Source: an optimization exercise on an open RTL-to-GDS flow (aim: small area). Production flows keep margins and buffers that such runs may drop.
No run shown here included a check of the RTL's function; only the layout flow was run.

`run.sh`:
```
#!/bin/bash
# synth_recipe.tcl (not shown) runs the flow's synth.tcl, then flattens the netlist and writes it again
# the make line also repeats each setting of config.mk as NAME=value (left out here)
make -C /OpenROAD-flow-scripts/flow DESIGN_CONFIG=/design/flow/config.mk WORK_HOME=/design/flow/orfs CLKGATE_MAP_FILE= SYNTH_SCRIPT=/design/flow/synth_recipe.tcl finish
```
`config.mk`:
```
export PLATFORM = sky130hd
export DESIGN_NAME = MulRawFN
export DESIGN_NICKNAME = MulRawFN
export VERILOG_FILES = /design/flow/design.v
export SDC_FILE = /design/flow/constraint.sdc
export NUM_CORES = 4
export LEC_CHECK = 0
export CAP_MARGIN = 20
export CORE_MARGIN = 2
export CORE_UTILIZATION = 40
export SLEW_MARGIN = 20
```
`constraint.sdc`:
```
create_clock -name core_clock -period 8.5 [get_ports {clock}]
set_input_delay 1.7000 -clock core_clock [delete_from_list [all_inputs] [get_ports {clock}]]
set_output_delay 1.7000 -clock core_clock [all_outputs]
set_load 0.01 [all_outputs]
```
`design.v`:
```
module MulFullRawFN(
  input         clock,
  input         io_a_isNaN,
  input         io_a_isInf,
  input         io_a_isZero,
  input  [8:0]  io_a_exp,
  input  [22:0] io_a_sig,
  input         io_b_isNaN,
  input         io_b_isInf,
  input         io_b_isZero,
  input  [8:0]  io_b_exp,
  input  [22:0] io_b_sig,
  output        io_invalidExc,
  output        io_rawOut_isNaN,
  output        io_rawOut_isInf,
  output        io_rawOut_isZero,
  output [8:0]  io_rawOut_exp,
  output [47:0] io_rawOut_sig
);
  wire  notSigNaN_invalidExc = io_a_isInf & io_b_isZero | io_a_isZero & io_b_isInf;  
  wire  notNaN_isZeroOut = io_a_isZero | io_b_isZero;  
  wire [8:0] _common_expOut_T_1 = io_a_exp + io_b_exp;  
  wire [23:0] _common_sigOut_T = {1'h1,io_a_sig};  
  wire [23:0] _common_sigOut_T_1 = {1'h1,io_b_sig};  
  reg [8:0] common_expOut_reg;  
  reg [47:0] common_sigOut_reg;  
  reg  invalidExc_reg;
  reg  isNaN_reg;
  reg  isInf_reg;
  reg  isZero_reg;
  wire  _io_invalidExc_T_11 = io_a_isNaN & ~io_a_isInf & ~io_a_isZero & io_a_exp == 9'h1ff & ~io_a_sig[22] & io_a_sig[21
    :0] != 22'h0;  
  wire  _io_invalidExc_T_23 = io_b_isNaN & ~io_b_isInf & ~io_b_isZero & io_b_exp == 9'h1ff & ~io_b_sig[22] & io_b_sig[21
    :0] != 22'h0;  
  wire [8:0] _io_rawOut_exp_T_1 = common_expOut_reg + 9'h1;  
  wire [48:0] _io_rawOut_sig_T = {common_sigOut_reg, 1'h0};  
  wire [49:0] _io_rawOut_sig_T_1 = {common_sigOut_reg, 2'h0};  
  wire [8:0] _GEN_0 = common_sigOut_reg[47] ? _io_rawOut_exp_T_1 : common_expOut_reg;  
  wire [49:0] _GEN_1 = common_sigOut_reg[47] ? {{1'd0}, _io_rawOut_sig_T} : _io_rawOut_sig_T_1;  
  wire [49:0] _GEN_3 = isZero_reg ? 50'h0 : _GEN_1;  
  assign io_invalidExc = invalidExc_reg;  
  assign io_rawOut_isNaN = isNaN_reg;  
  assign io_rawOut_isInf = isInf_reg;  
  assign io_rawOut_isZero = isZero_reg;  
  assign io_rawOut_exp = isZero_reg ? 9'h0 : _GEN_0;  
  assign io_rawOut_sig = _GEN_3[47:0];
  always @(posedge clock) begin
    common_expOut_reg <= _common_expOut_T_1 - 9'hff;  
    common_sigOut_reg <= _common_sigOut_T * _common_sigOut_T_1;  
    invalidExc_reg <= _io_invalidExc_T_11 | _io_invalidExc_T_23 | notSigNaN_invalidExc;
    isNaN_reg <= io_a_isNaN | io_b_isNaN;
    isInf_reg <= io_a_isInf | io_b_isInf;
    isZero_reg <= notNaN_isZeroOut;
  end
endmodule
module MulRawFN(
  input         clock,
  input         reset,
  input         io_a_isNaN,
  input         io_a_isInf,
  input         io_a_isZero,
  input  [8:0]  io_a_exp,
  input  [22:0] io_a_sig,
  input         io_b_isNaN,
  input         io_b_isInf,
  input         io_b_isZero,
  input  [8:0]  io_b_exp,
  input  [22:0] io_b_sig,
  output        io_invalidExc,
  output        io_rawOut_isNaN,
  output        io_rawOut_isInf,
  output        io_rawOut_isZero,
  output [8:0]  io_rawOut_exp,
  output [22:0] io_rawOut_sig
);
  wire  mulFullRaw_clock;  
  wire  mulFullRaw_io_a_isNaN;  
  wire  mulFullRaw_io_a_isInf;  
  wire  mulFullRaw_io_a_isZero;  
  wire [8:0] mulFullRaw_io_a_exp;  
  wire [22:0] mulFullRaw_io_a_sig;  
  wire  mulFullRaw_io_b_isNaN;  
  wire  mulFullRaw_io_b_isInf;  
  wire  mulFullRaw_io_b_isZero;  
  wire [8:0] mulFullRaw_io_b_exp;  
  wire [22:0] mulFullRaw_io_b_sig;  
  wire  mulFullRaw_io_invalidExc;  
  wire  mulFullRaw_io_rawOut_isNaN;  
  wire  mulFullRaw_io_rawOut_isInf;  
  wire  mulFullRaw_io_rawOut_isZero;  
  wire [8:0] mulFullRaw_io_rawOut_exp;  
  wire [47:0] mulFullRaw_io_rawOut_sig;  
  wire  guardBit = mulFullRaw_io_rawOut_sig[24];  
  wire  roundBit = mulFullRaw_io_rawOut_sig[23];  
  wire  stickyBit = |mulFullRaw_io_rawOut_sig[22:0];  
  wire  leastSigBitOfResult = mulFullRaw_io_rawOut_sig[25];  
  wire  roundUp = guardBit & (roundBit | stickyBit | ~roundBit & ~stickyBit & leastSigBitOfResult);  
  wire [22:0] preRoundSig = mulFullRaw_io_rawOut_sig[47:25];  
  wire [22:0] _io_rawOut_sig_T_1 = preRoundSig + 23'h1;  
  wire  roundCarry = roundUp & (&preRoundSig);
  MulFullRawFN mulFullRaw (  
    .clock(mulFullRaw_clock),
    .io_a_isNaN(mulFullRaw_io_a_isNaN),
    .io_a_isInf(mulFullRaw_io_a_isInf),
    .io_a_isZero(mulFullRaw_io_a_isZero),
    .io_a_exp(mulFullRaw_io_a_exp),
    .io_a_sig(mulFullRaw_io_a_sig),
    .io_b_isNaN(mulFullRaw_io_b_isNaN),
    .io_b_isInf(mulFullRaw_io_b_isInf),
    .io_b_isZero(mulFullRaw_io_b_isZero),
    .io_b_exp(mulFullRaw_io_b_exp),
    .io_b_sig(mulFullRaw_io_b_sig),
    .io_invalidExc(mulFullRaw_io_invalidExc),
    .io_rawOut_isNaN(mulFullRaw_io_rawOut_isNaN),
    .io_rawOut_isInf(mulFullRaw_io_rawOut_isInf),
    .io_rawOut_isZero(mulFullRaw_io_rawOut_isZero),
    .io_rawOut_exp(mulFullRaw_io_rawOut_exp),
    .io_rawOut_sig(mulFullRaw_io_rawOut_sig)
  );
  assign io_invalidExc = mulFullRaw_io_invalidExc;  
  assign io_rawOut_isNaN = mulFullRaw_io_rawOut_isNaN;  
  assign io_rawOut_isInf = mulFullRaw_io_rawOut_isInf;  
  assign io_rawOut_isZero = mulFullRaw_io_rawOut_isZero;  
  assign io_rawOut_exp = mulFullRaw_io_rawOut_exp + {8'h0, roundCarry};  
  assign io_rawOut_sig = roundUp ? _io_rawOut_sig_T_1 : preRoundSig;  
  assign mulFullRaw_clock = clock;
  assign mulFullRaw_io_a_isNaN = io_a_isNaN;  
  assign mulFullRaw_io_a_isInf = io_a_isInf;  
  assign mulFullRaw_io_a_isZero = io_a_isZero;  
  assign mulFullRaw_io_a_exp = io_a_exp;  
  assign mulFullRaw_io_a_sig = io_a_sig;  
  assign mulFullRaw_io_b_isNaN = io_b_isNaN;  
  assign mulFullRaw_io_b_isInf = io_b_isInf;  
  assign mulFullRaw_io_b_isZero = io_b_isZero;  
  assign mulFullRaw_io_b_exp = io_b_exp;  
  assign mulFullRaw_io_b_sig = io_b_sig;  
endmodule
```
==> results_dict.tcl, run 1 <==
set metrics [dict create \
    outcome "timing/DRC/antenna clean" \
    synth_top_cell_by_area "fa_1" \
    max_cap_violations 0 \
    max_freq_ghz 0.122 \
    wl_per_cell_um 18.2 \
    antenna_cells 0 \
    max_slew_margin_pct 33.0 \
    dominantRegCellSynth "dfxtp_1" \
    synth.cells.most_frequent "586 x inv_1, 483 x fa_1, 343 x nand2_1" \
    synth.area.top_cells "fa_1 44%, ha_1 11%, inv_1 10%" \
    utilization_pct 47.0 \
    crit_type "in -> reg" \
    yosysSeqAreaShare_pct 5.57 \
    netlist_instances 2520 \
    htree_levels 3 \
    worstSetupEndpointType "flip-flop" \
    period_share_pct 96.6 \
    critPathMaxFanout 16 \
    multi_input_area_um2 18000 \
    grt_pass1_wl_mm 101 \
    hold_class "in -> reg" \
    fillers 5189 \
    synth_most_common_cell "inv_1" \
    netlist_area_um2 21900 \
    finalSetupViolCount 0 \
    gp_congestion 0.900 \
    die_w_um 238 \
    track_usage_pct 22.6 \
    drt.antenna.violating_nets 0 \
    clock_path_buffers 2 \
    hpwlAfterDp_mm 52.3 \
    hold_violations 0 \
    die_area_um2 56700 \
    drt_iter0_drc 924 \
    core-area_um2 54000 \
    cts_inserted_buffers 9 \
    drive_gt1_share_pct 7.55 \
    area_growth_pct 15.9 \
    first_pass_iters 5 \
    finalNetCount 3430 \
    root_buffer "clkbuf_16" \
    cp.arrival_ns 8.42 \
    grt_overflow_total 0 \
    syn-num-nets 3267 \
    avgViaCountPerCell 5.07 \
    rows 85 \
    worst_setup_path_start_kind "input port" \
    wirelength_mm 61.5 \
    grt_pass1_vias 18700 \
    grt_max_degree 46 \
    synth_area_per_cell_um2 8.70 \
    clk_pin_slew_ns 0.05 \
    clkSinkCount 61 \
    port_buffers 106 \
    required_ns 8.71 \
    pin_count 108 \
    largest_register_ff_count 48 \
    cts_tree "yes" \
    seq_area_um2 1220 \
    synth_warnings 1 \
    place_inst 3368 \
    drv_slew 0 \
    layoutNonFillerInstCount 3384 \
    synth_edf_count 0 \
    initial_core_util_pct 40.6 \
    rsz0062_at_grt "false" \
    postCtsSetupRepairBufs 0 \
    synthDistinctLibCells 67 \
    remaining_drc_errors 0 \
    synth_seq_cells 61 \
    antenna_found_initial 0 \
    tightest_slew_ns 0.996 \
    fp.dieH_um 238 \
    vias 17200 \
    fin_crit_ns 8.21 \
    synth_top_area_share_pct 44.1 \
    synthArstFlopShare_pct 0 \
]
[cell families after synthesis]
family | count (synthesis) | share of synthesized area (%)
buffers and inverters | 710 | 12.2
AND/OR/NAND/NOR | 794 | 17.6
adder cells (fa/ha/maj) | 675 | 55.1
flip-flops | 61 | 5.57
XOR/XNOR | 87 | 3.48
AO/OA/AOI/OAI | 180 | 5.53
multiplexers | 13 | 0.594
[final cells by class]
type / count / area share (%)
clock buffers: 11 / 0.956
flip-flops and latches: 61 / 4.81
clock inverters: 5 / 0.236
inverters: 589 / 8.70
multi-input cells: 1749 / 71.0
well taps: 696 / 3.43
repair buffers: 273 / 10.9
[final timing paths]
| path | from | endpoint | slack [ns] | depth (start not counted) |
|---|---|---|---|---|
| setup / recovery | io_a_sig[15] | mulFullRaw.common_sigOut_reg[37]$_DFF_P_ | 0.29 | 22 |
| hold / removal | io_a_isNaN | mulFullRaw.isNaN_reg$_DFF_P_ | 1.99 | 2 |
[through the flow]
| stage | hold slack (ns) | instance area (um2) | setup TNS (ns) | setup WS (ns) |
|---|---|---|---|---|
| 6_report | 1.99 | 25400 | 0 | 0.286 |
| 5_1_grt | 2.01 | 25400 | 0 | 0.0135 |
| 4_1_cts | 1.98 | 25400 | 0 | 0.257 |
| 3_5_place_dp | 2.32 | 25100 | -0.287 | -0.0782 |
| 3_3_place_gp | 2.30 | 25100 | -0.0608 | -0.0278 |
| 2_1_floorplan | 1.80 | 21900 | 0 | 0.590 |
[layout by cell type (no fill, tap or decap), types with 5 or more instances in the layout]
| cell type | synthesis | routed |
|---|---|---|
| nand3_1 | 28 | 28 |
| o21ai_0 | 20 | 20 |
| a21o_1 | 24 | 24 |
| o21bai_1 | 10 | 10 |
| ha_1 | 192 | 192 |
| a211oi_1 | 6 | 6 |
| inv_1 | 586 | 586 |
| xnor2_1 | 51 | 51 |
| nor4_1 | 19 | 19 |
| a211o_1 | 5 | 5 |
| buf_4 | 1 | 131 |
| a31oi_1 | 8 | 8 |
| xor2_1 | 36 | 36 |
| or2_2 | 5 | 5 |
| nand4_1 | 16 | 16 |
| dfxtp_1 | 61 | 61 |
| and2_1 | 245 | 245 |
| and3_1 | 6 | 6 |
| o211ai_1 | 5 | 5 |
| nor3_1 | 12 | 12 |
| a21oi_1 | 61 | 61 |
| nand2_1 | 343 | 343 |
| buf_12 | 0 | 36 |
| clkdlybuf4s50_1 | 0 | 106 |
| nor2_1 | 99 | 99 |
| fa_1 | 483 | 483 |
| clkbuf_16 | 0 | 9 |
| mux2i_1 | 13 | 13 |
[timing repair]
item | in CTS | in global routing
hold buffers | 0 | 0
endpoints found under the setup margin | 0 | 2
resized for setup | 0 | 1
[metal layers]
metal / global-route usage (%) / wire length, um
met1: 31.2 / 27200
met2: 38.6 / 29800
met3: 2.66 / 3570
met5: 0 / 0
met4: 4.38 / 1010
[critical path, stage by stage]
cell and delay [ns]:
clkdlybuf4s50_1 0.51, buf_12 0.15, buf_4 0.25, nand2_1 0.13, fa_1 0.52, fa_1 0.54, inv_1 0.05, fa_1 0.51
fa_1 0.60, fa_1 0.44, fa_1 0.49, inv_1 0.05, fa_1 0.52, inv_1 0.08, ha_1 0.33, a21oi_1 0.21
o21ai_0 0.16, a22o_1 0.26, a211oi_1 0.41, or3_4 0.25, o211ai_1 0.11, xor2_1 0.15
==> run 2, diff against run 1 <==
==> design.v (replaced) <==
module MulRawFN(
  input         clock,
  input         reset,
  input         io_a_isNaN,
  input         io_a_isInf,
  input         io_a_isZero,
  input  [8:0]  io_a_exp,
  input  [22:0] io_a_sig,
  input         io_b_isNaN,
  input         io_b_isInf,
  input         io_b_isZero,
  input  [8:0]  io_b_exp,
  input  [22:0] io_b_sig,
  output        io_invalidExc,
  output        io_rawOut_isNaN,
  output        io_rawOut_isInf,
  output        io_rawOut_isZero,
  output [8:0]  io_rawOut_exp,
  output [22:0] io_rawOut_sig
);
  wire sNaN_a = io_a_isNaN & ~io_a_isInf & ~io_a_isZero & (io_a_exp == 9'h1ff) & ~io_a_sig[22] & (io_a_sig[21:0] != 22'h0);
  wire sNaN_b = io_b_isNaN & ~io_b_isInf & ~io_b_isZero & (io_b_exp == 9'h1ff) & ~io_b_sig[22] & (io_b_sig[21:0] != 22'h0);
  wire [47:0] prod = {1'b1, io_a_sig} * {1'b1, io_b_sig};
  reg        invalidExc_reg, isNaN_reg, isInf_reg, isZero_reg;
  reg [8:0]  exp_reg;
  reg [25:0] prodHi_reg;   
  reg        stickyLo_reg;  
  always @(posedge clock) begin
    invalidExc_reg <= sNaN_a | sNaN_b | (io_a_isInf & io_b_isZero) | (io_a_isZero & io_b_isInf);
    isNaN_reg <= io_a_isNaN | io_b_isNaN;
    isInf_reg <= io_a_isInf | io_b_isInf;
    isZero_reg <= io_a_isZero | io_b_isZero;
    exp_reg <= io_a_exp + io_b_exp + 9'h101;
    prodHi_reg <= prod[47:22];
    stickyLo_reg <= |prod[21:0];
  end
  wire top = prodHi_reg[25];
  wire [22:0] preF = top ? prodHi_reg[24:2] : prodHi_reg[23:1];
  wire g    = top ? prodHi_reg[1] : prodHi_reg[0];
  wire rest = top ? (prodHi_reg[0] | stickyLo_reg) : stickyLo_reg;
  wire roundUp = g & (rest | preF[0]);
  wire [23:0] F = {1'b0, preF} + {23'h0, roundUp};
  wire [8:0] E = exp_reg + {8'h0, top | F[23]};
  assign io_invalidExc = invalidExc_reg;
  assign io_rawOut_isNaN = isNaN_reg;
  assign io_rawOut_isInf = isInf_reg;
  assign io_rawOut_isZero = isZero_reg;
  assign io_rawOut_exp = isZero_reg ? 9'h0 : E;
  assign io_rawOut_sig = isZero_reg ? 23'h0 : F[22:0];
endmodule
==> run 2 against run 1 <==
Maximum frequency fell by 1.4%. Via count is 0.50% higher. Flip-flop and latch count shrank 21. First-iteration DRC count increased by 25%. Worst hold slack better by 0.019 ns. Routed wire length down 0.14%. Critical path type unchanged.
==> results_dict.tcl, run 2 <==
set metrics [dict create \
    outcome "timing/DRC/antenna clean" \
    synth_most_common_cell "inv_1" \
    synthDistinctLibCells 68 \
    netlist_instances 2484 \
    rows 84 \
    tightest_slew_ns 0.954 \
    remaining_drc_errors 0 \
    avgViaCountPerCell 5.04 \
    htree_levels 2 \
    drive_gt1_share_pct 11.1 \
    track_usage_pct 22.3 \
    grt_overflow_total 0 \
    setup_tns_ns 0 \
    largest_register_ff_count 26 \
    synth_top_cell_by_area "fa_1" \
    max_freq_ghz 0.120 \
    netlist_area_um2 21400 \
    synth_seq_cells 40 \
    finalNetCount 3476 \
    synth.cells.most_frequent "601 x inv_1, 483 x fa_1, 300 x nand2_1" \
    endpoint "prodHi_reg[21]$_DFF_P_" \
    synth_warnings 1 \
    die_w_um 235 \
    final_common_cell "inv_1" \
    cp.arrival_ns 8.54 \
    drt_iter0_drc 1157 \
    required_ns 8.71 \
    hp-start "io_a_isNaN" \
    wl_per_cell_um 18.0 \
    finalSetupViolCount 0 \
    core-area_um2 52800 \
    cts_inserted_buffers 5 \
    fillers 5042 \
    area_growth_pct 19.7 \
    path_common_cell "fa_1" \
    max_cap_violations 0 \
    cts_tree "yes" \
    vias 17200 \
    gp_congestion 0.910 \
    hold_class "in -> reg" \
    final_cell_area_um2 25700 \
    port_buffers 106 \
    cpPeakStageDelay_ns 0.58 \
    synth.area.top_cells "fa_1 45%, ha_1 11%, inv_1 11%" \
    period_share_pct 98.0 \
    die_area_um2 55400 \
    hold_violations 0 \
    synth_top_area_share_pct 45.1 \
    worst_path_max_delay_cell "fa_1" \
    max_slew_margin_pct 35.8 \
    final_cell_mix "600 x inv_1, 481 x fa_1, 300 x nand2_1, 253 x and2_1, 206 x buf_4" \
    place_area_um2 25100 \
    seq_area_um2 802 \
    pin_count 108 \
    multi_input_area_um2 18000 \
    worstSetupEndpointType "flip-flop" \
    grt_pass1_wl_mm 98.3 \
    crit_type "in -> reg" \
    antenna_found_initial 3 \
    drv_slew 0 \
    fp.dieH_um 235 \
    syn-num-nets 3231 \
    root_buffer "clkbuf_16" \
    whs_ns 2.01 \
    first_pass_iters 5 \
    fin_crit_ns 8.33 \
    worst_setup_path_start_kind "input port" \
    hpwlAfterDp_mm 52.4 \
    synth_area_per_cell_um2 8.63 \
    startpoint "io_a_sig[12]" \
    clk_pin_slew_ns 0.06 \
    drt.antenna.violating_nets 0 \
    synth_edf_count 0 \
    clkSinkCount 40 \
    synthArstFlopShare_pct 0 \
    critPathMaxFanout 20 \
    wirelength_mm 61.4 \
    yosysSeqAreaShare_pct 3.74 \
    dominantRegCellSynth "dfxtp_1" \
    utilization_pct 48.6 \
    initial_core_util_pct 40.6 \
    clock_path_buffers 2 \
    grt_max_degree 50 \
    grt_pass1_vias 18600 \
]
run 2: cell count changes after synthesis, moves of 6 or more:
cell and delta:
nor2b_1 +11, o21ai_0 +16, nand4_1 +6, nor4_1 -6, dfxtp_1 -21, xnor2_1 -12
xor2_1 -11, nor2_1 -16, nand2_1 -43, inv_1 +15, and2_1 +8
run 2: cell families (layout without fill, tap and decap cells):
family | after synthesis | count (layout) | share of synthesized area, %
simple gates | 764 | 764 | 17.8
buf+inv | 724 | 969 | 12.7
fa+ha+maj | 675 | 675 | 56.3
compound gates | 204 | 204 | 6.14
xor+xnor | 64 | 64 | 2.62
flops | 40 | 40 | 3.74
mux | 13 | 13 | 0.636
other cells | 0 | 4 | 0
run 2: final cells by class:
type	instances	share of cell area [%]
diodes	4	0.0390
clock buffers	5	0.488
clock inverters	2	0.234
inverters	605	8.88
multi-input cells	1720	70.3
flip-flops and latches	40	3.13
well taps	688	3.36
repair buffers	357	13.6
run 2: worst min-delay path by stage:
stage	to	slack [ns]	cells past startpoint
floorplan	isInf_reg$_DFF_P_	1.80	1
global placement	isNaN_reg$_DFF_P_	2.31	2
detailed placement	isNaN_reg$_DFF_P_	2.30	2
CTS	isNaN_reg$_DFF_P_	2.01	2
global route	isNaN_reg$_DFF_P_	2.03	2
finish	isNaN_reg$_DFF_P_	2.01	2
run 2: layer usage:
metal  track usage, %  vias up  part of all wire (%)
met5                0        -                     0
met4             6.00        0                   2.2
met3             3.10       71                   6.3
met2             37.8      553                    48
met1             30.1     8712                    44
li1                 -     7902                     -
run 2: worst max-delay path, delay by kind of cell:
kind	cells	cell delay [ns]
fa+ha+maj	8	3.84
buf+inv	8	1.20
simple gates	5	0.89
compound gates	3	0.78
xor+xnor	1	0.11
run 2: timing repair:
action | in CTS | in global routing
setup buffers | 1 | 12
endpoints found under the hold margin | 0 | 0
resized for setup | 8 | 41
gates cloned | 0 | 2
pin swaps | 0 | 8
setup endpoints to repair | 10 | 12
hold buffers | 0 | 0
run 2: through the flow:
step	std cells	setup WS, ns
2_1_floorplan	2484	0.467
3_3_place_gp	3395	-0.493
3_5_place_dp	3395	-0.541
4_1_cts	3403	0.0103
5_1_grt	3417	-0.0115
6_report	3421	0.169

## what the ideal ports hide
The flow's constraints put no driver on any port. The routed layouts listed below were extracted and timed again, unchanged, in two steps.
Step 1 (the two cells are an assumption about what drives the block):
set clk [get_ports {clock}]
set_driving_cell -lib_cell sky130_fd_sc_hd__clkbuf_16 $clk
set_driving_cell -lib_cell sky130_fd_sc_hd__buf_2 [delete_from_list [all_inputs] $clk]
Step 2 times the ports against the registers' clock, not the clock port: input delays grow and output delays shrink by t, the midpoint of the rising clock arrivals with the driver on.
Slacks: ideal / step 1 / step 2; pairs: ideal / step 1.
run	t (ns)	slack for setup (ns)	worst slew at a driven data input, ns	pins driven straight from the clock port
run 1	0.365	0.286 / 0.301 / -0.064	0.04	1
run 2	0.318	0.169 / 0.174 / -0.143	0.04	1
Met with ideal ports but missed after step 2: setup timing in run 1 and run 2. For run 1, which loses most, drivers alone change the setup slack by +0.015 ns; drivers and shift together by -0.350 ns.
